From an optimization exercise on the open Yosys and OpenROAD flow, aimed at small area, a short achievable clock period and few clock cycles per item; shortcuts taken in it are not production practice. In this exercise RTL edits were held to simulation tests only and were not proved equivalent to the original.

## design.v

```verilog
module Milestone1 (
		input logic Clock,
		input logic Resetn,
		input logic Start,
		output logic Stop,
		output logic   [17:0]   SRAM_address,
		output logic   [15:0]   SRAM_write_data,
		output logic            SRAM_we_n,
		input  logic   [15:0]   SRAM_read_data
);
logic        running;       
logic        vrow;          
logic [4:0]  ph;            
logic [6:0]  c;             
logic [14:0] w;             
logic [17:0] rgb;           
logic        lastrow;       
logic        we;            
assign SRAM_we_n = ~we;
logic        a_rd, a_wr, a_isy, a_isv;    
logic [1:0]  a_k;
logic        k_odd, k_ybus, k_sh, k_puhl;
logic [3:0]  k_ld;          
logic [5:0]  k_src;         
logic [2:0]  k_wsel;        
logic        fle76, fe77, fe78, fe79;    
wire c79     = fe79;
wire wrap    = ((ph == 5'd9) & ~c79) | (ph == 5'd16);
wire last_wr = running & lastrow & c79 & (ph == 5'd10);
wire [4:0] phN  = wrap ? 5'd0 : ph + 5'd1;
wire [6:0] cN   = wrap ? (c79 ? 7'd0 : c + 7'd1) : c;
wire       vrN  = (wrap & c79) ? 1'b0 : vrow;
wire nle76 = wrap ? ((c <= 7'd75) | c79) : fle76;
wire ne77  = wrap ? (c == 7'd76) : fe77;
wire ne78  = wrap ? fe77 : fe78;
wire ne79  = wrap ? fe78 : fe79;
logic        d_rd, d_wr, d_isy, d_isv, d_odd, d_ybus, d_sh, d_pulo;
logic [3:0]  d_ld;
logic [1:0]  d_k;
logic [5:0]  d_src;
logic [2:0]  d_wsel;
always_comb begin
	logic real_r, le76, le77, le78, e77, e78, e79, upre, vpre, dupn;
	real_r = ~vrN;
	le76 = nle76; le77 = nle76 | ne77; le78 = le77 | ne78;
	e77 = ne77; e78 = ne78; e79 = ne79;
	upre = (real_r & le77) | (e78 & ~lastrow);
	vpre = (real_r & le76) | (e77 & ~lastrow);
	dupn = ~le77;
	d_rd = 1'b0; d_wr = 1'b0; d_isy = 1'b0; d_isv = 1'b0; d_k = 2'd0;
	d_odd = 1'b0; d_sh = 1'b0; d_src = 6'd0; d_wsel = 3'd0; d_ld = 4'd0; d_pulo = 1'b0;
	case (phN)
		5'd0: begin d_rd = upre; d_k = 2'd2; end
		5'd1: begin d_rd = real_r; d_isy = 1'b1; end
		5'd2, 5'd3, 5'd4, 5'd7, 5'd8, 5'd9: d_wr = real_r;
		5'd5: begin d_rd = vpre; d_isv = 1'b1; d_k = 2'd3; end
		5'd6: begin
			if (e79) begin d_rd = ~lastrow; d_isv = 1'b1; d_k = 2'd2; end
			else begin d_rd = real_r & le78; d_isy = 1'b1; d_k = 2'd1; end
		end
		5'd10: begin d_rd = ~lastrow; d_k = 2'd2; end
		5'd11: begin d_rd = ~lastrow; d_isv = 1'b1; d_k = 2'd3; end
		5'd13: begin d_rd = ~lastrow; d_isy = 1'b1; d_k = 2'd1; end
		default: ;
	endcase
	d_odd = (phN == 5'd1) | (phN == 5'd6);
	d_ybus = (phN == 5'd4) | (phN == 5'd9) | (e79 & (phN == 5'd16));
	d_wsel[0] = (phN == 5'd2) | (phN == 5'd7);
	d_wsel[1] = (phN == 5'd3) | (phN == 5'd8);
	d_wsel[2] = (phN == 5'd4) | (phN == 5'd9);
	if (e79 & (phN >= 5'd5)) begin
		d_sh = 1'b1;
		case (phN)
			5'd5, 5'd13: d_src = 6'b000001;
			5'd11: d_src = 6'b000010;
			5'd15: d_src = 6'b000100;
			5'd6: d_src = 6'b000100;
			5'd12, 5'd16: d_src = 6'b001000;
			5'd14: d_src = 6'b010000;
			default: d_src = 6'b100000;
		endcase
	end else begin
		case (phN)
			5'd3: begin d_sh = 1'b1; d_src = dupn ? 6'b100000 : 6'b000001; end
			5'd4: begin d_sh = 1'b1; d_src = dupn ? 6'b100000 : 6'b010000; end
			5'd8: begin d_sh = 1'b1; d_src = dupn ? 6'b100000 : 6'b000010; end
			5'd9: begin d_sh = 1'b1; d_src = dupn ? 6'b100000 : 6'b001000; end
			default: ;
		endcase
	end
	d_ld[0] = ((phN == 5'd4) & upre) | (e79 & (phN == 5'd10));                        
	d_ld[1] = ((phN == 5'd4) & upre) | (e79 & (phN == 5'd14));                        
	d_ld[2] = ((phN == 5'd9) & vpre) | (e79 & ((phN == 5'd10) | (phN == 5'd15)));     
	d_ld[3] = ((phN == 5'd9) & vpre) | (e79 & (phN == 5'd15));                        
	d_pulo = e79 & (phN == 5'd10);
end
wire [17:0] a_x = a_isy ? {{2{vrow}}, w, 1'b0} : {{3{vrow}}, w};
logic [17:0] a_c;
always_comb begin
	case ({a_isy, a_isv, a_k[0]})
		3'b100: a_c = 18'd1;            
		3'b101: a_c = 18'd2;            
		3'b010: a_c = 18'd57602;
		3'b011: a_c = 18'd57603;
		default: a_c = 18'd38402;
	endcase
end
wire [17:0] a_ad = a_x + a_c;
wire go = running & ~last_wr;
always_ff @(posedge Clock or negedge Resetn) begin
	if (~Resetn) begin
		running <= 1'b0; vrow <= 1'b1; ph <= 5'd4; c <= 7'd77; w <= 15'h7ffd;
		fle76 <= 1'b0; fe77 <= 1'b1; fe78 <= 1'b0; fe79 <= 1'b0;
		rgb <= 18'd146944;
		SRAM_address <= 18'd0; we <= 1'b0; Stop <= 1'b0;
	end else begin
		if (Start) running <= 1'b1;
		Stop <= running & lastrow & c79 & (ph == 5'd9);
		if (running) begin
			ph <= phN; c <= cN; vrow <= vrN;
			fle76 <= nle76; fe77 <= ne77; fe78 <= ne78; fe79 <= ne79;
			if (wrap) w <= w + 15'd1;
		end
		if (last_wr) begin
			running <= 1'b0; vrow <= 1'b1; ph <= 5'd4; c <= 7'd77; w <= 15'h7ffd;
			fle76 <= 1'b0; fe77 <= 1'b1; fe78 <= 1'b0; fe79 <= 1'b0;
		end
		we <= a_wr;
		SRAM_address <= a_rd ? a_ad : rgb;
		if (a_wr) rgb <= rgb + 18'd1;
		if (~running) rgb <= 18'd146944;
	end
end
always_ff @(posedge Clock) begin
	lastrow <= ~vrow & (w >= 15'd19120);
	a_rd <= go & d_rd; a_wr <= go & d_wr; a_isy <= d_isy; a_isv <= d_isv; a_k <= d_k;
	k_odd <= d_odd; k_ybus <= d_ybus; k_sh <= go & d_sh; k_ld <= {4{go}} & d_ld; k_puhl <= d_pulo;
	k_src <= d_src; k_wsel <= d_wsel;
end
logic [15:0] D;                  
logic [7:0]  pu_hi, pu_lo, pv_hi, pv_lo;
logic [7:0]  ch [0:10];          
logic [9:0]  vhold;              
logic [22:0] yt;                 
logic [8:0]  cu, cv;             
logic [10:0] cu3, cv3;           
logic        nu, nv;
logic [7:0]  b0;
always_ff @(posedge Clock) begin
	D <= SRAM_read_data;
end
logic [7:0] chin;
always_comb begin
	chin = ({8{k_src[0]}} & pv_hi) | ({8{k_src[1]}} & pv_lo) | ({8{k_src[2]}} & pu_hi)
	     | ({8{k_src[3]}} & pu_lo) | ({8{k_src[4]}} & D[15:8]) | ({8{k_src[5]}} & ch[1]);
end
integer i;
always_ff @(posedge Clock) begin
	if (k_sh) begin
		ch[0] <= chin;
		for (i = 1; i <= 10; i = i + 1) ch[i] <= ch[i-1];
	end
	if (k_ld[0]) pu_hi <= k_puhl ? D[7:0] : D[15:8];
	if (k_ld[1]) pu_lo <= D[7:0];
	if (k_ld[2]) pv_hi <= D[15:8];
	if (k_ld[3]) pv_lo <= D[7:0];
end
logic [8:0] fA, fB, fC;
always_ff @(posedge Clock) begin
	fA <= {1'b0, ch[9]} + {1'b0, chin};
	fB <= {1'b0, ch[7]} + {1'b0, ch[1]};
	fC <= {1'b0, ch[5]} + {1'b0, ch[3]} + 9'd1;
end
wire fl_1, fl_2;
csa_fa fl_1_i (.a(fA[5]), .b(fA[3]), .c(fA[1]), .s(fl_1), .co(fl_2));
wire fl_3, fl_4;
csa_fa fl_3_i (.a(fA[6]), .b(fA[4]), .c(fA[2]), .s(fl_3), .co(fl_4));
wire fl_5, fl_6;
csa_ha fl_5_i (.a(~fB[0]), .b(fB[3]), .s(fl_5), .co(fl_6));
wire fl_7, fl_8;
csa_fa fl_7_i (.a(fA[7]), .b(fA[5]), .c(fA[3]), .s(fl_7), .co(fl_8));
wire fl_9, fl_10;
csa_fa fl_9_i (.a(~fB[1]), .b(fB[4]), .c(fB[5]), .s(fl_9), .co(fl_10));
wire fl_11, fl_12;
csa_ha fl_11_i (.a(fC[0]), .b(fC[2]), .s(fl_11), .co(fl_12));
wire fl_13, fl_14;
csa_fa fl_13_i (.a(fA[8]), .b(fA[6]), .c(fA[4]), .s(fl_13), .co(fl_14));
wire fl_15, fl_16;
csa_fa fl_15_i (.a(~fB[2]), .b(fB[5]), .c(fB[6]), .s(fl_15), .co(fl_16));
wire fl_17, fl_18;
csa_fa fl_17_i (.a(fC[1]), .b(fC[3]), .c(~fC[8]), .s(fl_17), .co(fl_18));
wire fl_19, fl_20;
csa_fa fl_19_i (.a(fA[7]), .b(fA[5]), .c(~fB[3]), .s(fl_19), .co(fl_20));
wire fl_21, fl_22;
csa_fa fl_21_i (.a(fB[6]), .b(fB[7]), .c(fC[2]), .s(fl_21), .co(fl_22));
wire fl_23, fl_24;
csa_ha fl_23_i (.a(fC[4]), .b(1'b1), .s(fl_23), .co(fl_24));
wire fl_25, fl_26;
csa_fa fl_25_i (.a(fA[8]), .b(fA[6]), .c(~fB[4]), .s(fl_25), .co(fl_26));
wire fl_27, fl_28;
csa_fa fl_27_i (.a(fB[7]), .b(fB[8]), .c(fC[3]), .s(fl_27), .co(fl_28));
wire fl_29, fl_30;
csa_ha fl_29_i (.a(fC[5]), .b(1'b1), .s(fl_29), .co(fl_30));
wire fl_31, fl_32;
csa_fa fl_31_i (.a(fA[7]), .b(~fB[5]), .c(fB[8]), .s(fl_31), .co(fl_32));
wire fl_33, fl_34;
csa_ha fl_33_i (.a(fC[4]), .b(fC[6]), .s(fl_33), .co(fl_34));
wire fl_35, fl_36;
csa_ha fl_35_i (.a(fA[8]), .b(~fB[6]), .s(fl_35), .co(fl_36));
wire fl_37, fl_38;
csa_ha fl_37_i (.a(fA[3]), .b(fA[1]), .s(fl_37), .co(fl_38));
wire fl_39, fl_40;
csa_fa fl_39_i (.a(fA[4]), .b(fA[2]), .c(fA[0]), .s(fl_39), .co(fl_40));
wire fl_41, fl_42;
csa_ha fl_41_i (.a(fB[1]), .b(fB[2]), .s(fl_41), .co(fl_42));
wire fl_43, fl_44;
csa_fa fl_43_i (.a(fl_1), .b(fB[2]), .c(fB[3]), .s(fl_43), .co(fl_44));
wire fl_45, fl_46;
csa_fa fl_45_i (.a(fC[0]), .b(~fC[5]), .c(1'b1), .s(fl_45), .co(fl_46));
wire fl_47, fl_48;
csa_fa fl_47_i (.a(fl_2), .b(fl_3), .c(fl_5), .s(fl_47), .co(fl_48));
wire fl_49, fl_50;
csa_fa fl_49_i (.a(fB[4]), .b(fC[1]), .c(~fC[6]), .s(fl_49), .co(fl_50));
wire fl_51, fl_52;
csa_fa fl_51_i (.a(fl_4), .b(fl_6), .c(fl_7), .s(fl_51), .co(fl_52));
wire fl_53, fl_54;
csa_fa fl_53_i (.a(fl_9), .b(fl_11), .c(~fC[7]), .s(fl_53), .co(fl_54));
wire fl_55, fl_56;
csa_fa fl_55_i (.a(fl_8), .b(fl_10), .c(fl_12), .s(fl_55), .co(fl_56));
wire fl_57, fl_58;
csa_fa fl_57_i (.a(fl_13), .b(fl_15), .c(fl_17), .s(fl_57), .co(fl_58));
wire fl_59, fl_60;
csa_fa fl_59_i (.a(fl_14), .b(fl_16), .c(fl_18), .s(fl_59), .co(fl_60));
wire fl_61, fl_62;
csa_fa fl_61_i (.a(fl_19), .b(fl_21), .c(fl_23), .s(fl_61), .co(fl_62));
wire fl_63, fl_64;
csa_fa fl_63_i (.a(fl_20), .b(fl_22), .c(fl_24), .s(fl_63), .co(fl_64));
wire fl_65, fl_66;
csa_fa fl_65_i (.a(fl_25), .b(fl_27), .c(fl_29), .s(fl_65), .co(fl_66));
wire fl_67, fl_68;
csa_fa fl_67_i (.a(fl_26), .b(fl_28), .c(fl_30), .s(fl_67), .co(fl_68));
wire fl_69, fl_70;
csa_fa fl_69_i (.a(fl_31), .b(fl_33), .c(1'b1), .s(fl_69), .co(fl_70));
wire fl_71, fl_72;
csa_fa fl_71_i (.a(fl_32), .b(fl_34), .c(fl_35), .s(fl_71), .co(fl_72));
wire fl_73, fl_74;
csa_fa fl_73_i (.a(fC[5]), .b(fC[7]), .c(1'b1), .s(fl_73), .co(fl_74));
wire fl_75, fl_76;
csa_fa fl_75_i (.a(fl_36), .b(~fB[7]), .c(fC[6]), .s(fl_75), .co(fl_76));
wire fl_77, fl_78;
csa_ha fl_77_i (.a(fC[8]), .b(1'b1), .s(fl_77), .co(fl_78));
wire fl_79, fl_80;
csa_ha fl_79_i (.a(~fB[8]), .b(fC[7]), .s(fl_79), .co(fl_80));
wire fl_81, fl_82;
csa_ha fl_81_i (.a(fA[2]), .b(fA[0]), .s(fl_81), .co(fl_82));
wire fl_83, fl_84;
csa_fa fl_83_i (.a(fl_37), .b(fB[0]), .c(fB[1]), .s(fl_83), .co(fl_84));
wire fl_85, fl_86;
csa_fa fl_85_i (.a(fl_38), .b(fl_39), .c(fl_41), .s(fl_85), .co(fl_86));
wire fl_87, fl_88;
csa_fa fl_87_i (.a(fl_40), .b(fl_42), .c(fl_43), .s(fl_87), .co(fl_88));
wire fl_89, fl_90;
csa_fa fl_89_i (.a(fl_44), .b(fl_46), .c(fl_47), .s(fl_89), .co(fl_90));
wire fl_91, fl_92;
csa_fa fl_91_i (.a(fl_48), .b(fl_50), .c(fl_51), .s(fl_91), .co(fl_92));
wire fl_93, fl_94;
csa_fa fl_93_i (.a(fl_52), .b(fl_54), .c(fl_55), .s(fl_93), .co(fl_94));
wire fl_95, fl_96;
csa_fa fl_95_i (.a(fl_56), .b(fl_58), .c(fl_59), .s(fl_95), .co(fl_96));
wire fl_97, fl_98;
csa_fa fl_97_i (.a(fl_60), .b(fl_62), .c(fl_63), .s(fl_97), .co(fl_98));
wire fl_99, fl_100;
csa_fa fl_99_i (.a(fl_64), .b(fl_66), .c(fl_67), .s(fl_99), .co(fl_100));
wire fl_101, fl_102;
csa_fa fl_101_i (.a(fl_68), .b(fl_70), .c(fl_71), .s(fl_101), .co(fl_102));
wire fl_103, fl_104;
csa_fa fl_103_i (.a(fl_72), .b(fl_74), .c(fl_75), .s(fl_103), .co(fl_104));
wire fl_105, fl_106;
csa_fa fl_105_i (.a(fl_76), .b(fl_78), .c(fl_79), .s(fl_105), .co(fl_106));
wire fl_107, fl_108;
csa_ha fl_107_i (.a(fA[1]), .b(~fC[1]), .s(fl_107), .co(fl_108));
wire fl_109, fl_110;
csa_fa fl_109_i (.a(fl_81), .b(fB[0]), .c(~fC[2]), .s(fl_109), .co(fl_110));
wire fl_111, fl_112;
csa_fa fl_111_i (.a(fl_82), .b(fl_83), .c(~fC[3]), .s(fl_111), .co(fl_112));
wire fl_113, fl_114;
csa_fa fl_113_i (.a(fl_84), .b(fl_85), .c(~fC[4]), .s(fl_113), .co(fl_114));
wire fl_115, fl_116;
csa_fa fl_115_i (.a(fl_86), .b(fl_87), .c(fl_45), .s(fl_115), .co(fl_116));
wire fl_117, fl_118;
csa_fa fl_117_i (.a(fl_88), .b(fl_89), .c(fl_49), .s(fl_117), .co(fl_118));
wire fl_119, fl_120;
csa_fa fl_119_i (.a(fl_90), .b(fl_91), .c(fl_53), .s(fl_119), .co(fl_120));
wire fl_121, fl_122;
csa_fa fl_121_i (.a(fl_92), .b(fl_93), .c(fl_57), .s(fl_121), .co(fl_122));
wire fl_123, fl_124;
csa_fa fl_123_i (.a(fl_94), .b(fl_95), .c(fl_61), .s(fl_123), .co(fl_124));
wire fl_125, fl_126;
csa_fa fl_125_i (.a(fl_96), .b(fl_97), .c(fl_65), .s(fl_125), .co(fl_126));
wire fl_127, fl_128;
csa_fa fl_127_i (.a(fl_98), .b(fl_99), .c(fl_69), .s(fl_127), .co(fl_128));
wire fl_129, fl_130;
csa_fa fl_129_i (.a(fl_100), .b(fl_101), .c(fl_73), .s(fl_129), .co(fl_130));
wire fl_131, fl_132;
csa_fa fl_131_i (.a(fl_102), .b(fl_103), .c(fl_77), .s(fl_131), .co(fl_132));
wire fl_133, fl_134;
csa_fa fl_133_i (.a(fl_104), .b(fl_105), .c(1'b1), .s(fl_133), .co(fl_134));
wire fl_135, fl_136;
csa_fa fl_135_i (.a(fl_106), .b(fl_80), .c(fC[8]), .s(fl_135), .co(fl_136));
wire [18:0] fl_a = {1'b1, 1'b1, fl_136, fl_134, fl_132, fl_130, fl_128, fl_126, fl_124, fl_122, fl_120, fl_118, fl_116, fl_114, fl_112, fl_110, fl_108, fl_107, fA[0]};
wire [18:0] fl_b = {1'b0, 1'b0, 1'b1, fl_135, fl_133, fl_131, fl_129, fl_127, fl_125, fl_123, fl_121, fl_119, fl_117, fl_115, fl_113, fl_111, fl_109, 1'b1, ~fC[0]};
wire [8:0]  fl_lo = {1'b0, fl_a[7:0]} + {1'b0, fl_b[7:0]};
logic [10:0] fa, fb;
logic        fc8;
always_ff @(posedge Clock) begin
	fa <= fl_a[18:8]; fb <= fl_b[18:8]; fc8 <= fl_lo[8];
end
wire [10:0] fs = fa + fb + {10'd0, fc8};
wire [9:0]  fr = {fs[10], fs[8:0]};    
wire [10:0] f3 = {2'd0, fr[8:0]} + {1'b0, fr[8:0], 1'b0};
wire [7:0]  eu = ch[6], ev = ch[7];
wire [8:0]  vsel = k_odd ? vhold[8:0] : {1'b0, ev};
wire [10:0] vs3 = {2'd0, vsel} + {1'b0, vsel, 1'b0};
wire [10:0] eu3 = {3'd0, eu} + {2'd0, eu, 1'b0};
logic [7:0] Yv;
always_ff @(posedge Clock) begin
	Yv <= k_ybus ? SRAM_read_data[15:8] : D[7:0];
end
wire ym_1, ym_2;
csa_ha ym_1_i (.a(Yv[5]), .b(Yv[3]), .s(ym_1), .co(ym_2));
wire ym_3, ym_4;
csa_fa ym_3_i (.a(Yv[6]), .b(Yv[4]), .c(Yv[2]), .s(ym_3), .co(ym_4));
wire ym_5, ym_6;
csa_fa ym_5_i (.a(Yv[7]), .b(Yv[5]), .c(Yv[3]), .s(ym_5), .co(ym_6));
wire ym_7, ym_8;
csa_fa ym_7_i (.a(Yv[6]), .b(Yv[4]), .c(Yv[1]), .s(ym_7), .co(ym_8));
wire ym_9, ym_10;
csa_ha ym_9_i (.a(Yv[7]), .b(Yv[5]), .s(ym_9), .co(ym_10));
wire ym_11, ym_12;
csa_ha ym_11_i (.a(Yv[6]), .b(Yv[3]), .s(ym_11), .co(ym_12));
wire ym_13, ym_14;
csa_ha ym_13_i (.a(~Yv[7]), .b(Yv[0]), .s(ym_13), .co(ym_14));
wire ym_15, ym_16;
csa_ha ym_15_i (.a(Yv[3]), .b(Yv[1]), .s(ym_15), .co(ym_16));
wire ym_17, ym_18;
csa_fa ym_17_i (.a(Yv[4]), .b(Yv[2]), .c(Yv[0]), .s(ym_17), .co(ym_18));
wire ym_19, ym_20;
csa_fa ym_19_i (.a(ym_1), .b(Yv[1]), .c(1'b1), .s(ym_19), .co(ym_20));
wire ym_21, ym_22;
csa_fa ym_21_i (.a(ym_2), .b(ym_3), .c(1'b1), .s(ym_21), .co(ym_22));
wire ym_23, ym_24;
csa_fa ym_23_i (.a(ym_4), .b(ym_5), .c(Yv[0]), .s(ym_23), .co(ym_24));
wire ym_25, ym_26;
csa_fa ym_25_i (.a(ym_6), .b(ym_7), .c(1'b1), .s(ym_25), .co(ym_26));
wire ym_27, ym_28;
csa_fa ym_27_i (.a(ym_8), .b(ym_9), .c(Yv[2]), .s(ym_27), .co(ym_28));
wire ym_29, ym_30;
csa_fa ym_29_i (.a(ym_10), .b(ym_11), .c(1'b1), .s(ym_29), .co(ym_30));
wire ym_31, ym_32;
csa_fa ym_31_i (.a(ym_12), .b(Yv[7]), .c(Yv[4]), .s(ym_31), .co(ym_32));
wire [22:0] ym_a = {1'b0, Yv[7], Yv[6], ym_32, ym_30, ym_28, ym_26, ym_24, ym_22, ym_20, ym_18, ym_16, ym_15, Yv[2], ym_14, ym_13, ~Yv[6], ~Yv[5], ~Yv[4], ~Yv[3], ~Yv[2], ~Yv[1], ~Yv[0]};
wire [22:0] ym_b = {1'b0, 1'b0, 1'b0, Yv[5], ym_31, ym_29, ym_27, ym_25, ym_23, ym_21, ym_19, ym_17, 1'b1, Yv[0], Yv[1], 1'b1, 1'b0, 1'b1, 1'b1, 1'b0, 1'b0, 1'b0, 1'b1};
wire [22:0] ytn = ym_a + ym_b;
always_ff @(posedge Clock) begin
	vhold <= fr;
	yt <= ytn;
	if (k_odd) begin
		cu <= fr[8:0]; cu3 <= f3; nu <= fr[9];
		cv <= vhold[8:0]; cv3 <= vs3; nv <= vhold[9];
	end else begin
		cu <= {1'b0, eu}; cu3 <= eu3; nu <= 1'b0;
		cv <= {1'b0, ev}; cv3 <= vs3; nv <= 1'b0;
	end
end
wire clr_1, clr_2;
csa_ha clr_1_i (.a(yt[5]), .b(cv3[7]), .s(clr_1), .co(clr_2));
wire clr_3, clr_4;
csa_fa clr_3_i (.a(yt[6]), .b(cv3[8]), .c(cv[1]), .s(clr_3), .co(clr_4));
wire clr_5, clr_6;
csa_fa clr_5_i (.a(yt[7]), .b(cv3[9]), .c(cv[2]), .s(clr_5), .co(clr_6));
wire clr_7, clr_8;
csa_fa clr_7_i (.a(yt[8]), .b(cv3[10]), .c(cv[3]), .s(clr_7), .co(clr_8));
wire clr_9, clr_10;
csa_fa clr_9_i (.a(yt[9]), .b(cv3[0]), .c(cv[4]), .s(clr_9), .co(clr_10));
wire clr_11, clr_12;
csa_fa clr_11_i (.a(yt[10]), .b(cv3[1]), .c(cv[5]), .s(clr_11), .co(clr_12));
wire clr_13, clr_14;
csa_ha clr_13_i (.a(yt[11]), .b(cv3[2]), .s(clr_13), .co(clr_14));
wire clr_15, clr_16;
csa_fa clr_15_i (.a(yt[12]), .b(cv3[3]), .c(cv[7]), .s(clr_15), .co(clr_16));
wire clr_17, clr_18;
csa_fa clr_17_i (.a(yt[13]), .b(cv3[0]), .c(cv3[4]), .s(clr_17), .co(clr_18));
wire clr_19, clr_20;
csa_ha clr_19_i (.a(yt[14]), .b(cv3[1]), .s(clr_19), .co(clr_20));
wire clr_21, clr_22;
csa_fa clr_21_i (.a(yt[15]), .b(cv3[2]), .c(cv3[6]), .s(clr_21), .co(clr_22));
wire clr_23, clr_24;
csa_fa clr_23_i (.a(yt[16]), .b(cv3[3]), .c(cv3[7]), .s(clr_23), .co(clr_24));
wire clr_25, clr_26;
csa_ha clr_25_i (.a(yt[17]), .b(cv3[4]), .s(clr_25), .co(clr_26));
wire clr_27, clr_28;
csa_fa clr_27_i (.a(yt[18]), .b(cv3[5]), .c(cv3[9]), .s(clr_27), .co(clr_28));
wire clr_29, clr_30;
csa_ha clr_29_i (.a(yt[19]), .b(cv3[6]), .s(clr_29), .co(clr_30));
wire clr_31, clr_32;
csa_ha clr_31_i (.a(yt[2]), .b(cv3[4]), .s(clr_31), .co(clr_32));
wire clr_33, clr_34;
csa_fa clr_33_i (.a(yt[3]), .b(cv3[5]), .c(cv[1]), .s(clr_33), .co(clr_34));
wire clr_35, clr_36;
csa_fa clr_35_i (.a(yt[4]), .b(cv3[6]), .c(cv[2]), .s(clr_35), .co(clr_36));
wire clr_37, clr_38;
csa_fa clr_37_i (.a(clr_1), .b(cv[0]), .c(cv[3]), .s(clr_37), .co(clr_38));
wire clr_39, clr_40;
csa_fa clr_39_i (.a(clr_2), .b(clr_3), .c(cv[4]), .s(clr_39), .co(clr_40));
wire clr_41, clr_42;
csa_fa clr_41_i (.a(clr_4), .b(clr_5), .c(cv[5]), .s(clr_41), .co(clr_42));
wire clr_43, clr_44;
csa_fa clr_43_i (.a(clr_6), .b(clr_7), .c(cv[6]), .s(clr_43), .co(clr_44));
wire clr_45, clr_46;
csa_fa clr_45_i (.a(clr_8), .b(clr_9), .c(cv[7]), .s(clr_45), .co(clr_46));
wire clr_47, clr_48;
csa_fa clr_47_i (.a(clr_10), .b(clr_11), .c(cv[8]), .s(clr_47), .co(clr_48));
wire clr_49, clr_50;
csa_fa clr_49_i (.a(clr_12), .b(clr_13), .c(cv[6]), .s(clr_49), .co(clr_50));
wire clr_51, clr_52;
csa_fa clr_51_i (.a(clr_14), .b(clr_15), .c(1'b1), .s(clr_51), .co(clr_52));
wire clr_53, clr_54;
csa_fa clr_53_i (.a(clr_16), .b(clr_17), .c(cv[8]), .s(clr_53), .co(clr_54));
wire clr_55, clr_56;
csa_fa clr_55_i (.a(clr_18), .b(clr_19), .c(cv3[5]), .s(clr_55), .co(clr_56));
wire clr_57, clr_58;
csa_fa clr_57_i (.a(clr_20), .b(clr_21), .c(1'b1), .s(clr_57), .co(clr_58));
wire clr_59, clr_60;
csa_fa clr_59_i (.a(clr_22), .b(clr_23), .c(1'b1), .s(clr_59), .co(clr_60));
wire clr_61, clr_62;
csa_fa clr_61_i (.a(clr_24), .b(clr_25), .c(cv3[8]), .s(clr_61), .co(clr_62));
wire clr_63, clr_64;
csa_fa clr_63_i (.a(clr_26), .b(clr_27), .c(1'b1), .s(clr_63), .co(clr_64));
wire clr_65, clr_66;
csa_fa clr_65_i (.a(clr_28), .b(clr_29), .c(cv3[10]), .s(clr_65), .co(clr_66));
wire clr_67, clr_68;
csa_fa clr_67_i (.a(clr_30), .b(yt[20]), .c(cv3[7]), .s(clr_67), .co(clr_68));
wire clr_69, clr_70;
csa_ha clr_69_i (.a(yt[21]), .b(cv3[8]), .s(clr_69), .co(clr_70));
wire clr_71, clr_72;
csa_fa clr_71_i (.a(yt[22]), .b(cv3[9]), .c(1'b1), .s(clr_71), .co(clr_72));
wire clr_73, clr_74;
csa_ha clr_73_i (.a(cv3[10]), .b(1'b1), .s(clr_73), .co(clr_74));
wire [27:0] clr_a = {1'b1, clr_74, clr_72, clr_70, clr_68, clr_66, clr_64, clr_62, clr_60, clr_58, clr_56, clr_54, clr_52, clr_50, clr_48, clr_46, clr_44, clr_42, clr_40, clr_38, clr_36, clr_34, clr_32, clr_31, yt[1], yt[0], cv3[1], cv3[0]};
wire [27:0] clr_b = {1'b0, 1'b1, clr_73, clr_71, clr_69, clr_67, clr_65, clr_63, clr_61, clr_59, clr_57, clr_55, clr_53, clr_51, clr_49, clr_47, clr_45, clr_43, clr_41, clr_39, clr_37, clr_35, clr_33, cv[0], cv3[3], cv3[2], 1'b0, 1'b0};
wire [27:0] Rs = clr_a + clr_b;
wire clg_1, clg_2;
csa_ha clg_1_i (.a(yt[3]), .b(~cu3[2]), .s(clg_1), .co(clg_2));
wire clg_3, clg_4;
csa_ha clg_3_i (.a(yt[4]), .b(~cu3[3]), .s(clg_3), .co(clg_4));
wire clg_5, clg_6;
csa_ha clg_5_i (.a(yt[5]), .b(~cu3[4]), .s(clg_5), .co(clg_6));
wire clg_7, clg_8;
csa_ha clg_7_i (.a(yt[6]), .b(~cu3[5]), .s(clg_7), .co(clg_8));
wire clg_9, clg_10;
csa_ha clg_9_i (.a(yt[9]), .b(~cu3[8]), .s(clg_9), .co(clg_10));
wire clg_11, clg_12;
csa_fa clg_11_i (.a(yt[10]), .b(~cu3[9]), .c(~cu[2]), .s(clg_11), .co(clg_12));
wire clg_13, clg_14;
csa_ha clg_13_i (.a(~cv[0]), .b(~cv[7]), .s(clg_13), .co(clg_14));
wire clg_15, clg_16;
csa_fa clg_15_i (.a(yt[11]), .b(~cu3[0]), .c(~cu3[10]), .s(clg_15), .co(clg_16));
wire clg_17, clg_18;
csa_fa clg_17_i (.a(~cu[3]), .b(~cv[1]), .c(~cv[8]), .s(clg_17), .co(clg_18));
wire clg_19, clg_20;
csa_fa clg_19_i (.a(yt[12]), .b(~cu3[1]), .c(~cu[4]), .s(clg_19), .co(clg_20));
wire clg_21, clg_22;
csa_ha clg_21_i (.a(~cv3[0]), .b(~cv[2]), .s(clg_21), .co(clg_22));
wire clg_23, clg_24;
csa_fa clg_23_i (.a(yt[13]), .b(~cu3[2]), .c(~cu[5]), .s(clg_23), .co(clg_24));
wire clg_25, clg_26;
csa_fa clg_25_i (.a(~cv3[1]), .b(~cv[3]), .c(1'b1), .s(clg_25), .co(clg_26));
wire clg_27, clg_28;
csa_fa clg_27_i (.a(yt[14]), .b(~cu3[3]), .c(~cu[6]), .s(clg_27), .co(clg_28));
wire clg_29, clg_30;
csa_ha clg_29_i (.a(~cv3[2]), .b(~cv[4]), .s(clg_29), .co(clg_30));
wire clg_31, clg_32;
csa_fa clg_31_i (.a(yt[15]), .b(~cu3[4]), .c(~cu[7]), .s(clg_31), .co(clg_32));
wire clg_33, clg_34;
csa_ha clg_33_i (.a(~cv3[3]), .b(~cv[5]), .s(clg_33), .co(clg_34));
wire clg_35, clg_36;
csa_fa clg_35_i (.a(yt[16]), .b(~cu3[5]), .c(~cu[8]), .s(clg_35), .co(clg_36));
wire clg_37, clg_38;
csa_fa clg_37_i (.a(~cv3[4]), .b(~cv[6]), .c(1'b1), .s(clg_37), .co(clg_38));
wire clg_39, clg_40;
csa_fa clg_39_i (.a(yt[17]), .b(~cu3[6]), .c(~cv3[5]), .s(clg_39), .co(clg_40));
wire clg_41, clg_42;
csa_fa clg_41_i (.a(yt[18]), .b(~cu3[7]), .c(~cv3[6]), .s(clg_41), .co(clg_42));
wire clg_43, clg_44;
csa_ha clg_43_i (.a(yt[1]), .b(~cu3[0]), .s(clg_43), .co(clg_44));
wire clg_45, clg_46;
csa_ha clg_45_i (.a(yt[2]), .b(~cu3[1]), .s(clg_45), .co(clg_46));
wire clg_47, clg_48;
csa_fa clg_47_i (.a(clg_1), .b(~cv[0]), .c(~cv[5]), .s(clg_47), .co(clg_48));
wire clg_49, clg_50;
csa_fa clg_49_i (.a(clg_2), .b(clg_3), .c(~cv[1]), .s(clg_49), .co(clg_50));
wire clg_51, clg_52;
csa_fa clg_51_i (.a(clg_4), .b(clg_5), .c(~cv[2]), .s(clg_51), .co(clg_52));
wire clg_53, clg_54;
csa_fa clg_53_i (.a(clg_6), .b(clg_7), .c(~cv[3]), .s(clg_53), .co(clg_54));
wire clg_55, clg_56;
csa_fa clg_55_i (.a(clg_8), .b(yt[7]), .c(~cu3[6]), .s(clg_55), .co(clg_56));
wire clg_57, clg_58;
csa_fa clg_57_i (.a(yt[8]), .b(~cu3[7]), .c(~cu[0]), .s(clg_57), .co(clg_58));
wire clg_59, clg_60;
csa_fa clg_59_i (.a(clg_9), .b(~cu[1]), .c(~cv[6]), .s(clg_59), .co(clg_60));
wire clg_61, clg_62;
csa_fa clg_61_i (.a(clg_10), .b(clg_11), .c(clg_13), .s(clg_61), .co(clg_62));
wire clg_63, clg_64;
csa_fa clg_63_i (.a(clg_12), .b(clg_14), .c(clg_15), .s(clg_63), .co(clg_64));
wire clg_65, clg_66;
csa_fa clg_65_i (.a(clg_16), .b(clg_18), .c(clg_19), .s(clg_65), .co(clg_66));
wire clg_67, clg_68;
csa_fa clg_67_i (.a(clg_20), .b(clg_22), .c(clg_23), .s(clg_67), .co(clg_68));
wire clg_69, clg_70;
csa_fa clg_69_i (.a(clg_24), .b(clg_26), .c(clg_27), .s(clg_69), .co(clg_70));
wire clg_71, clg_72;
csa_fa clg_71_i (.a(clg_28), .b(clg_30), .c(clg_31), .s(clg_71), .co(clg_72));
wire clg_73, clg_74;
csa_fa clg_73_i (.a(clg_32), .b(clg_34), .c(clg_35), .s(clg_73), .co(clg_74));
wire clg_75, clg_76;
csa_fa clg_75_i (.a(clg_36), .b(clg_38), .c(clg_39), .s(clg_75), .co(clg_76));
wire clg_77, clg_78;
csa_fa clg_77_i (.a(clg_40), .b(clg_41), .c(~cv[8]), .s(clg_77), .co(clg_78));
wire clg_79, clg_80;
csa_fa clg_79_i (.a(clg_42), .b(yt[19]), .c(~cu3[8]), .s(clg_79), .co(clg_80));
wire clg_81, clg_82;
csa_fa clg_81_i (.a(yt[20]), .b(~cu3[9]), .c(~cv3[8]), .s(clg_81), .co(clg_82));
wire clg_83, clg_84;
csa_ha clg_83_i (.a(yt[21]), .b(~cu3[10]), .s(clg_83), .co(clg_84));
wire clg_85, clg_86;
csa_ha clg_85_i (.a(yt[22]), .b(~cv3[10]), .s(clg_85), .co(clg_86));
wire clg_87, clg_88;
csa_ha clg_87_i (.a(clg_43), .b(~cv[3]), .s(clg_87), .co(clg_88));
wire clg_89, clg_90;
csa_fa clg_89_i (.a(clg_44), .b(clg_45), .c(~cv[4]), .s(clg_89), .co(clg_90));
wire clg_91, clg_92;
csa_fa clg_91_i (.a(clg_46), .b(clg_47), .c(1'b1), .s(clg_91), .co(clg_92));
wire clg_93, clg_94;
csa_fa clg_93_i (.a(clg_48), .b(clg_49), .c(~cv[6]), .s(clg_93), .co(clg_94));
wire clg_95, clg_96;
csa_fa clg_95_i (.a(clg_50), .b(clg_51), .c(~cv[7]), .s(clg_95), .co(clg_96));
wire clg_97, clg_98;
csa_fa clg_97_i (.a(clg_52), .b(clg_53), .c(~cv[8]), .s(clg_97), .co(clg_98));
wire clg_99, clg_100;
csa_fa clg_99_i (.a(clg_54), .b(clg_55), .c(~cv[4]), .s(clg_99), .co(clg_100));
wire clg_101, clg_102;
csa_fa clg_101_i (.a(clg_56), .b(clg_57), .c(~cv[5]), .s(clg_101), .co(clg_102));
wire clg_103, clg_104;
csa_fa clg_103_i (.a(clg_58), .b(clg_59), .c(1'b1), .s(clg_103), .co(clg_104));
wire clg_105, clg_106;
csa_fa clg_105_i (.a(clg_60), .b(clg_61), .c(1'b1), .s(clg_105), .co(clg_106));
wire clg_107, clg_108;
csa_fa clg_107_i (.a(clg_62), .b(clg_63), .c(clg_17), .s(clg_107), .co(clg_108));
wire clg_109, clg_110;
csa_fa clg_109_i (.a(clg_64), .b(clg_65), .c(clg_21), .s(clg_109), .co(clg_110));
wire clg_111, clg_112;
csa_fa clg_111_i (.a(clg_66), .b(clg_67), .c(clg_25), .s(clg_111), .co(clg_112));
wire clg_113, clg_114;
csa_fa clg_113_i (.a(clg_68), .b(clg_69), .c(clg_29), .s(clg_113), .co(clg_114));
wire clg_115, clg_116;
csa_fa clg_115_i (.a(clg_70), .b(clg_71), .c(clg_33), .s(clg_115), .co(clg_116));
wire clg_117, clg_118;
csa_fa clg_117_i (.a(clg_72), .b(clg_73), .c(clg_37), .s(clg_117), .co(clg_118));
wire clg_119, clg_120;
csa_fa clg_119_i (.a(clg_74), .b(clg_75), .c(~cv[7]), .s(clg_119), .co(clg_120));
wire clg_121, clg_122;
csa_fa clg_121_i (.a(clg_76), .b(clg_77), .c(1'b1), .s(clg_121), .co(clg_122));
wire clg_123, clg_124;
csa_fa clg_123_i (.a(clg_78), .b(clg_79), .c(~cv3[7]), .s(clg_123), .co(clg_124));
wire clg_125, clg_126;
csa_fa clg_125_i (.a(clg_80), .b(clg_81), .c(1'b1), .s(clg_125), .co(clg_126));
wire clg_127, clg_128;
csa_fa clg_127_i (.a(clg_82), .b(clg_83), .c(~cv3[9]), .s(clg_127), .co(clg_128));
wire clg_129, clg_130;
csa_fa clg_129_i (.a(clg_84), .b(clg_85), .c(1'b1), .s(clg_129), .co(clg_130));
wire [27:0] clg_a = {1'b1, 1'b1, clg_130, clg_128, clg_126, clg_124, clg_122, clg_120, clg_118, clg_116, clg_114, clg_112, clg_110, clg_108, clg_106, clg_104, clg_102, clg_100, clg_98, clg_96, clg_94, clg_92, clg_90, clg_88, clg_87, yt[0], ~cv[1], ~cv[0]};
wire [27:0] clg_b = {1'b0, 1'b0, clg_86, clg_129, clg_127, clg_125, clg_123, clg_121, clg_119, clg_117, clg_115, clg_113, clg_111, clg_109, clg_107, clg_105, clg_103, clg_101, clg_99, clg_97, clg_95, clg_93, clg_91, clg_89, 1'b1, ~cv[2], 1'b0, 1'b1};
wire [27:0] Gs = clg_a + clg_b;
wire clb_1, clb_2;
csa_fa clb_1_i (.a(yt[8]), .b(cu[0]), .c(cu[3]), .s(clb_1), .co(clb_2));
wire clb_3, clb_4;
csa_fa clb_3_i (.a(yt[9]), .b(cu[1]), .c(cu[4]), .s(clb_3), .co(clb_4));
wire clb_5, clb_6;
csa_fa clb_5_i (.a(yt[10]), .b(cu[2]), .c(cu[5]), .s(clb_5), .co(clb_6));
wire clb_7, clb_8;
csa_fa clb_7_i (.a(yt[11]), .b(cu[3]), .c(cu[6]), .s(clb_7), .co(clb_8));
wire clb_9, clb_10;
csa_ha clb_9_i (.a(yt[5]), .b(cu[0]), .s(clb_9), .co(clb_10));
wire clb_11, clb_12;
csa_fa clb_11_i (.a(yt[6]), .b(cu[1]), .c(cu3[5]), .s(clb_11), .co(clb_12));
wire clb_13, clb_14;
csa_fa clb_13_i (.a(yt[7]), .b(cu[2]), .c(cu3[6]), .s(clb_13), .co(clb_14));
wire clb_15, clb_16;
csa_fa clb_15_i (.a(clb_1), .b(cu3[7]), .c(cu3[10]), .s(clb_15), .co(clb_16));
wire clb_17, clb_18;
csa_fa clb_17_i (.a(clb_2), .b(clb_3), .c(cu3[8]), .s(clb_17), .co(clb_18));
wire clb_19, clb_20;
csa_fa clb_19_i (.a(clb_4), .b(clb_5), .c(cu3[9]), .s(clb_19), .co(clb_20));
wire clb_21, clb_22;
csa_fa clb_21_i (.a(clb_6), .b(clb_7), .c(cu3[10]), .s(clb_21), .co(clb_22));
wire clb_23, clb_24;
csa_fa clb_23_i (.a(clb_8), .b(yt[12]), .c(cu[4]), .s(clb_23), .co(clb_24));
wire clb_25, clb_26;
csa_ha clb_25_i (.a(yt[13]), .b(cu[5]), .s(clb_25), .co(clb_26));
wire clb_27, clb_28;
csa_ha clb_27_i (.a(yt[1]), .b(cu3[0]), .s(clb_27), .co(clb_28));
wire clb_29, clb_30;
csa_fa clb_29_i (.a(yt[2]), .b(cu3[1]), .c(cu3[4]), .s(clb_29), .co(clb_30));
wire clb_31, clb_32;
csa_fa clb_31_i (.a(yt[3]), .b(cu3[2]), .c(cu3[5]), .s(clb_31), .co(clb_32));
wire clb_33, clb_34;
csa_fa clb_33_i (.a(yt[4]), .b(cu3[3]), .c(cu3[6]), .s(clb_33), .co(clb_34));
wire clb_35, clb_36;
csa_fa clb_35_i (.a(clb_9), .b(cu3[4]), .c(cu3[7]), .s(clb_35), .co(clb_36));
wire clb_37, clb_38;
csa_fa clb_37_i (.a(clb_10), .b(clb_11), .c(cu3[8]), .s(clb_37), .co(clb_38));
wire clb_39, clb_40;
csa_fa clb_39_i (.a(clb_12), .b(clb_13), .c(cu3[9]), .s(clb_39), .co(clb_40));
wire clb_41, clb_42;
csa_fa clb_41_i (.a(clb_14), .b(clb_15), .c(1'b1), .s(clb_41), .co(clb_42));
wire clb_43, clb_44;
csa_fa clb_43_i (.a(clb_16), .b(clb_17), .c(1'b1), .s(clb_43), .co(clb_44));
wire clb_45, clb_46;
csa_fa clb_45_i (.a(clb_18), .b(clb_19), .c(1'b1), .s(clb_45), .co(clb_46));
wire clb_47, clb_48;
csa_fa clb_47_i (.a(clb_20), .b(clb_21), .c(1'b1), .s(clb_47), .co(clb_48));
wire clb_49, clb_50;
csa_fa clb_49_i (.a(clb_22), .b(clb_23), .c(cu[7]), .s(clb_49), .co(clb_50));
wire clb_51, clb_52;
csa_fa clb_51_i (.a(clb_24), .b(clb_25), .c(cu[8]), .s(clb_51), .co(clb_52));
wire clb_53, clb_54;
csa_fa clb_53_i (.a(clb_26), .b(yt[14]), .c(cu[6]), .s(clb_53), .co(clb_54));
wire clb_55, clb_56;
csa_fa clb_55_i (.a(yt[15]), .b(cu[0]), .c(cu[7]), .s(clb_55), .co(clb_56));
wire clb_57, clb_58;
csa_fa clb_57_i (.a(yt[16]), .b(cu[1]), .c(cu[8]), .s(clb_57), .co(clb_58));
wire clb_59, clb_60;
csa_ha clb_59_i (.a(yt[17]), .b(cu[2]), .s(clb_59), .co(clb_60));
wire clb_61, clb_62;
csa_ha clb_61_i (.a(yt[18]), .b(cu[3]), .s(clb_61), .co(clb_62));
wire clb_63, clb_64;
csa_fa clb_63_i (.a(yt[19]), .b(cu[4]), .c(1'b1), .s(clb_63), .co(clb_64));
wire clb_65, clb_66;
csa_fa clb_65_i (.a(yt[20]), .b(cu[5]), .c(1'b1), .s(clb_65), .co(clb_66));
wire clb_67, clb_68;
csa_fa clb_67_i (.a(yt[21]), .b(cu[6]), .c(1'b1), .s(clb_67), .co(clb_68));
wire clb_69, clb_70;
csa_ha clb_69_i (.a(yt[22]), .b(cu[7]), .s(clb_69), .co(clb_70));
wire clb_71, clb_72;
csa_ha clb_71_i (.a(cu[8]), .b(1'b1), .s(clb_71), .co(clb_72));
wire [27:0] clb_a = {1'b1, clb_72, clb_70, clb_68, clb_66, clb_64, clb_62, clb_60, clb_58, clb_56, clb_54, clb_52, clb_50, clb_48, clb_46, clb_44, clb_42, clb_40, clb_38, clb_36, clb_34, clb_32, clb_30, clb_28, clb_27, yt[0], cu3[1], cu3[0]};
wire [27:0] clb_b = {1'b0, 1'b1, clb_71, clb_69, clb_67, clb_65, clb_63, clb_61, clb_59, clb_57, clb_55, clb_53, clb_51, clb_49, clb_47, clb_45, clb_43, clb_41, clb_39, clb_37, clb_35, clb_33, clb_31, clb_29, cu3[3], cu3[2], 1'b0, 1'b0};
wire [27:0] Bs = clb_a + clb_b;
logic [37:0] o;                  
always_ff @(posedge Clock) o <= {Rs[27:16], Gs[27:16], Bs[27:16], nu, nv};
function automatic [7:0] clip(input logic [11:0] x, input logic z);
	clip = (z | x[11]) ? 8'd0 : (|x[10:8]) ? 8'd255 : x[7:0];
endfunction
wire [7:0] oR = clip(o[37:26], o[0]), oG = clip(o[25:14], o[1] | o[0]), oB = clip(o[13:2], o[1]);
logic [15:0] gb;
always_ff @(posedge Clock) begin
	b0 <= oB;
	gb <= {oG, oB};
	SRAM_write_data <= ({16{k_wsel[0]}} & {oR, oG}) | ({16{k_wsel[1]}} & {b0, oR})
	                 | ({16{k_wsel[2]}} & gb);
end
endmodule
module csa_fa (input logic a, input logic b, input logic c, output logic s, output logic co);
	assign s = a ^ b ^ c;
	assign co = (a & b) | (a & c) | (b & c);
endmodule
module csa_ha (input logic a, input logic b, output logic s, output logic co);
	assign s = a ^ b;
	assign co = a & b;
endmodule
```

## flow/run.sh

```bash
#!/bin/bash
set -euo pipefail
export SETUP_SLACK_MARGIN=9.3
export TNS_END_PERCENT=10
export BUFFER_PORTS_ARGS="-buffer_cell sky130_fd_sc_hd__buf_4"
bash standard.sh > standard.log 2>&1
```

## standard.sh

```bash
#!/bin/bash
# synth_recipe.tcl (not shown) runs the flow's synth.tcl, then flattens the netlist and writes it again
# the make line also repeats each setting of config.mk as NAME=value (left out here)
make -C /OpenROAD-flow-scripts/flow DESIGN_CONFIG=/design/flow/config.mk WORK_HOME=/design/flow/orfs CLKGATE_MAP_FILE= SYNTH_SCRIPT=/design/flow/synth_recipe.tcl "${@:-finish}"
```

## config.mk

```make
export PLATFORM = sky130hd
export DESIGN_NAME = Milestone1
export DESIGN_NICKNAME = Milestone1
export VERILOG_FILES = /design/flow/design.v
export SDC_FILE = /design/flow/constraint.sdc
export NUM_CORES = 4
export LEC_CHECK = 0
export CAP_MARGIN = 20
export CORE_MARGIN = 2
export CORE_UTILIZATION = 30
export CTS_CLUSTER_DIAMETER = 140
export CTS_CLUSTER_SIZE = 24
export PLACE_DENSITY = 0.5
export SLEW_MARGIN = 20
export SYNTH_HIERARCHICAL = 1
```

## constraint.sdc

```tcl
create_clock -name core_clock -period 13.0 [get_ports {Clock}]
set_input_delay 2.6000 -clock core_clock [delete_from_list [all_inputs] [get_ports {Clock}]]
set_output_delay 2.6000 -clock core_clock [all_outputs]
set_load 0.01 [all_outputs]
```

==> results of run 1 <==
cells in the final DEF (no fill, tap or decap), drive strengths merged, types with 13 or more instances in the layout:
| master | count |
|---|---|
| a21o | 31 |
| a21oi | 117 |
| a22oi | 33 |
| and2 | 18 |
| and3 | 17 |
| buf | 61 |
| clkbuf | 33 |
| conb | 33 |
| dfrtp | 44 |
| dfstp | 27 |
| dfxtp | 235 |
| edfxtp | 112 |
| fa | 185 |
| ha | 216 |
| inv | 129 |
| mux2 | 47 |
| mux2i | 19 |
| nand2 | 114 |
| nand2b | 16 |
| nand3 | 52 |
| nand4 | 16 |
| nor2 | 82 |
| nor2b | 20 |
| nor3 | 23 |
| o211ai | 16 |
| o21a | 39 |
| o21ai | 67 |
| o21bai | 23 |
| or3 | 13 |
| xnor2 | 77 |
| xor2 | 45 |
logic make-up after synthesis:
| kind of cell | count (synthesis) | synth area share [%] |
|---|---|---|
| simple gates | 401 | 8.73 |
| xor+xnor | 122 | 4.54 |
| other cells | 1 | 0.0159 |
| mux | 66 | 3.06 |
| compound gates | 404 | 11.3 |
| fa+ha+maj | 401 | 27.2 |
| flops | 418 | 42.0 |
| buf+inv | 175 | 3.08 |
cells in the mapped netlist (47+ instances only):
master / n
fa_1: 185
xnor2_1: 77
nand2_1: 111
dfxtp_1: 235
a21oi_1: 116
ha_1: 216
nor2_1: 82
edfxtp_1: 112
o21ai_0: 65
inv_1: 128
mux2_2: 47
nand3_1: 52
state kept, by name (all words and copies together), names as in the netlist, 9 cells and up:
register and cells:
D 16, SRAM_address 18, SRAM_write_data 16, ch 80, cu 9, cu3 10, cv3 11, fA 9
fB 9, fC 9, fa 9, gb 16, o 38, rgb 18, vhold 10, w 15
yt 23
what timing repair did:
item	4_1_cts	5_1_grt
gates resized for setup	28	32
pin swaps	8	12
cloned	0	0
setup buffers	2	3
setup endpoints to repair	53	51
Yosys stat by module (local to each module, per instance):
module / flops+latches / area, um^2 / copies in the design / cells
Milestone1: 418 / 19400 / 1 / 1766
csa_ha: 0 / 12.5 / 46 / 1
csa_fa: 0 / 20.0 / 176 / 1
layer usage:
layer	vias to the layer above	track usage, %	share of wire [%]
li1	7077	-	-
met1	7217	18.3	47
met2	190	24.1	49
met3	56	1.45	2.8
met4	0	2.93	1.8
met5	-	0	0
metrics by stage:
step                utilization [%]  setup slack (ns)  hold slack (ns)
CTS                            33.3              9.12            0.341
global route                   33.5              9.17            0.347
finish                         33.5              9.28            0.338
global placement               32.4              8.90            0.314
detailed placement             32.4              8.89            0.318
floorplan                         -              9.46            0.310
path summary, 6_finish.rpt:
kind                                    to  slack (ns)  depth (start not counted)
min in group asynchronous  SRAM_address[0]        2.17                          1
setup reg to reg                     o[17]        9.36                         13
max in group asynchronous          rgb[16]       10.23                          1
hold / removal                        o[0]        0.34                          0
hold reg to reg                       o[0]        0.34                          0
setup / recovery                 SRAM_we_n        9.28                          2
critical path, cell delays in order (launching register included):
cell and delay, ns:
dfrtp_1 0.39, inv_1 0.06, buf_4 0.11
final cells by class:
cell class / instances / area [um^2]
Clock buffer: 33 / 571
Timing Repair Buffer: 61 / 458
Inverter: 129 / 484
Fill cell: 7755 / 51600
Tap cell: 1040 / 1300
Clock inverter: 3 / 42.5
Multi-Input combinational cell: 1427 / 13200
Sequential cell: 418 / 9930
==> summary.md, run 1 <==
| Metric | Value |
|---|---|
| Run status | timing/DRC/antenna clean |
| Post-synth EDFFs | 112 |
| # rows | 102 |
| Hold_buf cts | 0 |
| Clock buffer depth | 3 |
| First DRT Iteration DRCs | 835 |
| Yosys Warn Count | 8 |
| Area growth syn-to-layout | 10.4% |
| Critical Path AT | 1.12 ns |
| Relative slew slack | 29.0% |
| TritonRoute pass-1 iters | 7 |
| RePlAce Congestion | 0.863 |
| CTS buffer count | 21 |
| Total number of vias | 14,540 |
| Number of vias per cell | 4.67 |
| Hold Crit Class | reg2reg |
| Die ar. | 80,600 um^2 |
| Post-Route WL | 55,300 um |
| CTS tree | done |
| Remaining Overflow, GRT | 0 |
| Critical Path End Type | output port |
| Maxcap violations | 0 |
| Clock latency on the worst-skew pair | 0.56 ns |
| Antenna viol nets, final | 0 |
| Synth Cell Area | 23,500 um^2 |
| Clk pin slew, worst setup/hold paths | 0.10 ns |
| Final HPWL DP | 44,200 um |
| Global-route wire length before repair | 88,100 um |
| Initial Util | 30.3% |
| Initial antenna violation count | 0 |
| Critical Path Start | we |
| Crit path launch type | flip-flop |
| WL per Instance | 17.8 um |
| Share of layout cells above drive strength 1 | 11.4% |
| RR Startpoint | cv3[0] |
| Placement Cell Area | 25,100 um^2 |
| Fin crit period | 3.72 ns |
| Period Utilization, post-route | 28.6% |
| Root buffer cell | clkbuf_16 |
| Final Non-Filler Cells | 3,111 |
| Core ar. | 77,600 um^2 |
| WS Path Type | reg2out |
| Synth Flop Type | dfxtp_1 |
| Synth async-reset ratio | 17.0% |
| Yosys reg bits | 418 |
| Critical path data required time | 10.40 ns |
| Final setup TNS | 0 ns |
| Clk sinks | 418 |
| Ant diodes | 0 |
| Tot GR Track Use | 13.7% |
| Final hold violations | 0 |
| Design Area, Final | 26,000 um^2 |
| Maximum clock rate | 269 MHz |
| Layout Skew | 0.0233 ns |
| Vias in the first global route | 15,509 |
| Avg Cell Area, Syn | 11.8 um^2 |
| I/O pin cnt | 55 |
| Sequential share of the synthesized area | 42.0% |
| Pins Over Slew Limit | 0 |
| DR DRC count | 0 |
| Placed insts | 3,070 |
| Endpoints failing setup | 0 |
| Overall die width | 284 um |
| Top area cells in the synthesized netlist | dfxtp_1, fa_1, edfxtp_1, ha_1, dfrtp_1 |
| Cell variety after synth | 81 |
| Die Span Y | 284 um |
| Largest net degree at the start of global routing | 81 |
| Mapped Cells | 1,988 |
| Htree depth | 1 |
| HP Start | nv |
| Nets | 2,478 |
| RSZ-0062 raised after global routing | true |
| Share of the synthesized area in the top cell type | 20.0% |
| Synth area leader | dfxtp_1 |
| Port bufs | 54 |
| Worst-margin pin slew | 1.07 ns |
| Crit Path Max Fanout | 1 |
Testbench counts, summed over its fixed seeds: cycles 774,832, frames 4.
==> inputs of run 2 (changes only) <==
==> flow/run.sh (replaced) <==
#!/bin/bash
set -euo pipefail
export SETUP_SLACK_MARGIN=9.3
export TNS_END_PERCENT=10
export BUFFER_PORTS_ARGS="-buffer_cell sky130_fd_sc_hd__buf_2"
bash standard.sh > standard.log 2>&1
--- a/config.mk
+++ b/config.mk
@@ -8,8 +8,8 @@
 export CAP_MARGIN = 20
 export CORE_MARGIN = 2
-export CORE_UTILIZATION = 30
+export CORE_UTILIZATION = 55
 export CTS_CLUSTER_DIAMETER = 140
 export CTS_CLUSTER_SIZE = 24
-export PLACE_DENSITY = 0.5
+export PLACE_DENSITY = 0.75
 export SLEW_MARGIN = 20
 export SYNTH_HIERARCHICAL = 1
==> run 2 against run 1 <==
  * Still clean
  * Hold slack gained 0.0074 ns
  * Synthesized area is the same
  * Setup slack better by 0.035 ns
  * Non-clock buffer count unchanged
  * Synthesized cell count did not move
  * Global-route usage is 9.7 points higher
  * Highest routed layer is now met5
==> summary.md, run 2 <==
| Metric | Value |
|---|---|
| Die ar. | 44,400 um^2 (-45%) |
| Placement Cell Area | 24,400 um^2 (-3.0%) |
| Final hold violations | 0 (unchanged) |
| Clock latency on the worst-skew pair | 0.55 ns (about the same) |
| Htree depth | 1 (unchanged) |
| Worst Hold End | o[0] |
| Nets | 2,478 (unchanged) |
| Clock buffer depth | 3 (unchanged) |
| Worst-margin pin slew | 1.09 ns (+0.0215 ns) |
| Hold Crit Class | reg2reg |
| Critical-path top delay cell | dfrtp_1 |
| Initial antenna violation count | 3 (+3) |
| Number of vias per cell | 5.71 (+22%) |
| Synth area leader | dfxtp_1 |
| Post-synth EDFFs | 112 (unchanged) |
| Critical Path AT | 1.09 ns (-0.03 ns) |
| Design Area, Final | 25,200 um^2 (-3.0%) |
| CP top delay family | flip-flops |
| Core ar. | 42,000 um^2 (-46%) |
| Pins Over Slew Limit | 0 (unchanged) |
| Total number of vias | 14,920 (+2.6%) |
| Final setup TNS | 0 ns (unchanged) |
| Synth Flop Type | dfxtp_1 |
| Run status | timing/DRC/antenna clean |
| Clk sinks | 418 (unchanged) |
| Synth async-reset ratio | 17.0% (unchanged) |
| Critical path buffers and inverters | 1 (-1) |
| Clk pin slew, worst setup/hold paths | 0.09 ns (about the same) |
| CTS tree | done |
| Most frequent cells in the layout | ha_1, dfxtp_1, fa_1, inv_1, edfxtp_1 |
| DP Worst Slack | 8.96 ns (+0.0657 ns) |
| Maximum clock rate | 271 MHz (+0.95%) |
| CTS buffer count | 21 (unchanged) |
| Simple-gate area share of the yosys netlist | 8.73% (unchanged) |
| Xor/xnor cell area share of the yosys netlist | 4.54% (unchanged) |
| Hold-critical path depth | 0 (unchanged) |
| Final HPWL DP | 40,000 um (-9.4%) |
| First DRT Iteration DRCs | 880 (+5.4%) |
| Mux cell area share after synthesis | 3.06% (unchanged) |
| Root buffer cell | clkbuf_16 |
| Yosys Warn Count | 8 (unchanged) |
| Die Span Y | 211 um (-26%) |
| Synth Area in Adders | 27.2% (unchanged) |
| Reg with most FFs | ch |
| Global-route wire length before repair | 81,800 um (-7.1%) |
| Synth Area in Compound Gates | 11.3% (unchanged) |
| RR Startpoint | cu[0] |
| Worst R2R Setup Slack | 9.38 ns (+0.02 ns) |
| Avg Cell Area, Syn | 11.8 um^2 (unchanged) |
| Share of layout cells above drive strength 1 | 11.2% (-0.24 points) |
| Sequential share of the synthesized area | 42.0% (unchanged) |
| Critical path data required time | 10.40 ns (about the same) |
| Port bufs | 54 (unchanged) |
| TritonRoute pass-1 iters | 7 (unchanged) |
| Overall die width | 211 um (-26%) |
| WL per Instance | 19.4 um (+9.1%) |
| Crit path launch type | flip-flop |
| WS Path Type | reg2out |
| Vias in the first global route | 15,569 (+0.39%) |
| Maxcap violations | 0 (unchanged) |
| HP Start | nv |
| Period Utilization, post-route | 28.4% (-0.27 points) |
| # rows | 75 (-26%) |
| Remaining Overflow, GRT | 0 (unchanged) |
| Area growth syn-to-layout | 7.04% |
| RePlAce Congestion | 0.943 (+9.3%) |
| Crit Path Max Fanout | 1 (unchanged) |
| Commonest non-fill, non-tap cell in the layout | ha_1 |
| Max reg flops | 80 (unchanged) |
| RSZ-0062 raised after global routing | true |
| FF-to-FF path depth | 12 (-1) |
| DR DRC count | 0 (unchanged) |
| Initial Util | 55.9% (+26 points) |
| Layout Skew | 0.0267 ns (+0.00348 ns) |
| Post-Route WL | 50,700 um (-8.4%) |
| Relative slew slack | 27.3% (-1.7 points) |
| Top post-synthesis cells by count | dfxtp_1, ha_1, fa_1, inv_1, a21oi_1 |
| Post-layout util | 59.9% (+26 points) |
| Tot GR Track Use | 23.5% (+9.7 points) |
| I/O pin cnt | 55 (unchanged) |
| Worst hold margin | 0.346 ns (+0.00740 ns) |
| Antenna viol nets, final | 0 (unchanged) |
| Top area cells in the synthesized netlist | dfxtp_1, fa_1, edfxtp_1, ha_1, dfrtp_1 |
| Fin crit period | 3.69 ns (-0.0350 ns) |
| Endpoints failing setup | 0 (unchanged) |
| CP peak stage delay | 0.41 ns (+0.02 ns) |
| Hold_buf cts | 0 (unchanged) |
| R2R Path End | o[13] |
| Mapped Cells | 1,988 (unchanged) |
| Synth Cell Area | 23,500 um^2 (unchanged) |
| Largest net degree at the start of global routing | 81 (unchanged) |
| Top-count cell post-synth | dfxtp_1 |
| Cell variety after synth | 81 (unchanged) |
| Largest family of logic cells by synthesized area | adder cells |
| Crit-path cells | buf_2 |
| Critical Path End Type | output port |
| Share of the synthesized area in the top cell type | 20.0% (unchanged) |
| Largest regs | ch x80, o x38, yt x23 |
| Final Non-Filler Cells | 2,613 (-16%) |
| Placed insts | 2,570 (-16%) |
| Yosys reg bits | 418 (unchanged) |
| Post-route setup slack | 9.31 ns (+0.0350 ns) |
==> run 2: cell counts after synthesis <==
Identical to the previous run, type by type.
==> run 2: per-module statistics from Yosys (local to each module, per instance) <==
module	cells inside	cell area, um^2
Milestone1	1766	19400
csa_fa	1	20.0
csa_ha	1	12.5
==> run 2: cell type report <==
type	count	area, um^2
Inverter	129	484
Tap cell	539	674
Clock inverter	2	25.0
Fill cell	3403	16900
Antenna cell	3	7.51
Multi-Input combinational cell	1427	13200
Sequential cell	418	9930
Clock buffer	34	574
Timing Repair Buffer	61	323
==> run 2: logic make-up (layout without fill, tap and decap cells) <==
family,Yosys count,after routing
flops,418,418
compound gates,404,404
fa+ha+maj,401,401
simple gates,401,401
buf+inv,175,226
xor+xnor,122,122
mux,66,66
other cells,1,36
==> run 2: metal layers <==
metal  vias to the layer above  track usage [%]  wire [um]
met1                      7450             32.2      22700
met2                       334             40.0      24500
met4                         2             5.49       1070
met3                        74             2.96       2380
met5                         -                0         13
li1                       7060                -          -
==> run 2: worst max path at each step <==
stage                          from              end  slack [ns]  cells past startpoint
finish              SRAM_address[0]  SRAM_address[0]        9.31                      1
detailed placement            cu[0]            o[12]        8.96                     12
global placement              cu[0]            o[12]        9.04                     12
floorplan                     cu[0]            o[12]        9.46                     12
global route                 cu3[2]            o[23]        9.16                     13
CTS                          cu3[9]            o[23]        9.15                     13
==> run 2: repair_timing <==
| item | in CTS | in global routing |
|---|---|---|
| setup endpoints to repair | 29 | 33 |
| setup buffers | 3 | 1 |
| pin swaps | 7 | 8 |
| resized for setup | 19 | 38 |
| endpoints found under the hold margin | 0 | 0 |

## re-timing with driven ports
How much do the figures lean on ideal ports? The routed layouts below were timed once more, with nothing changed but the port constraints.
Step 1, drivers: a clkbuf_16 drives Clock and a buf_2 each remaining input, both assumed.
Step 2 adds t to the input delays and takes it off the output delays; t is the mean of the earliest and latest rising clock arrival at the registers after step 1. Input paths then give back, and output paths get back, about the clock's delay inside the block.
Slacks: no drivers / after step 1 / after step 2; pairs: no drivers / after step 1.
run | t, ns | slack for setup (ns) | worst data-port slew with drivers (ns)
run 1 | 0.611 | 9.278 / 9.221 / 9.362 | 0.04
run 2 | 0.595 | 9.313 / 9.259 / 9.378 | 0.03
After both steps every run listed still meets setup and hold.
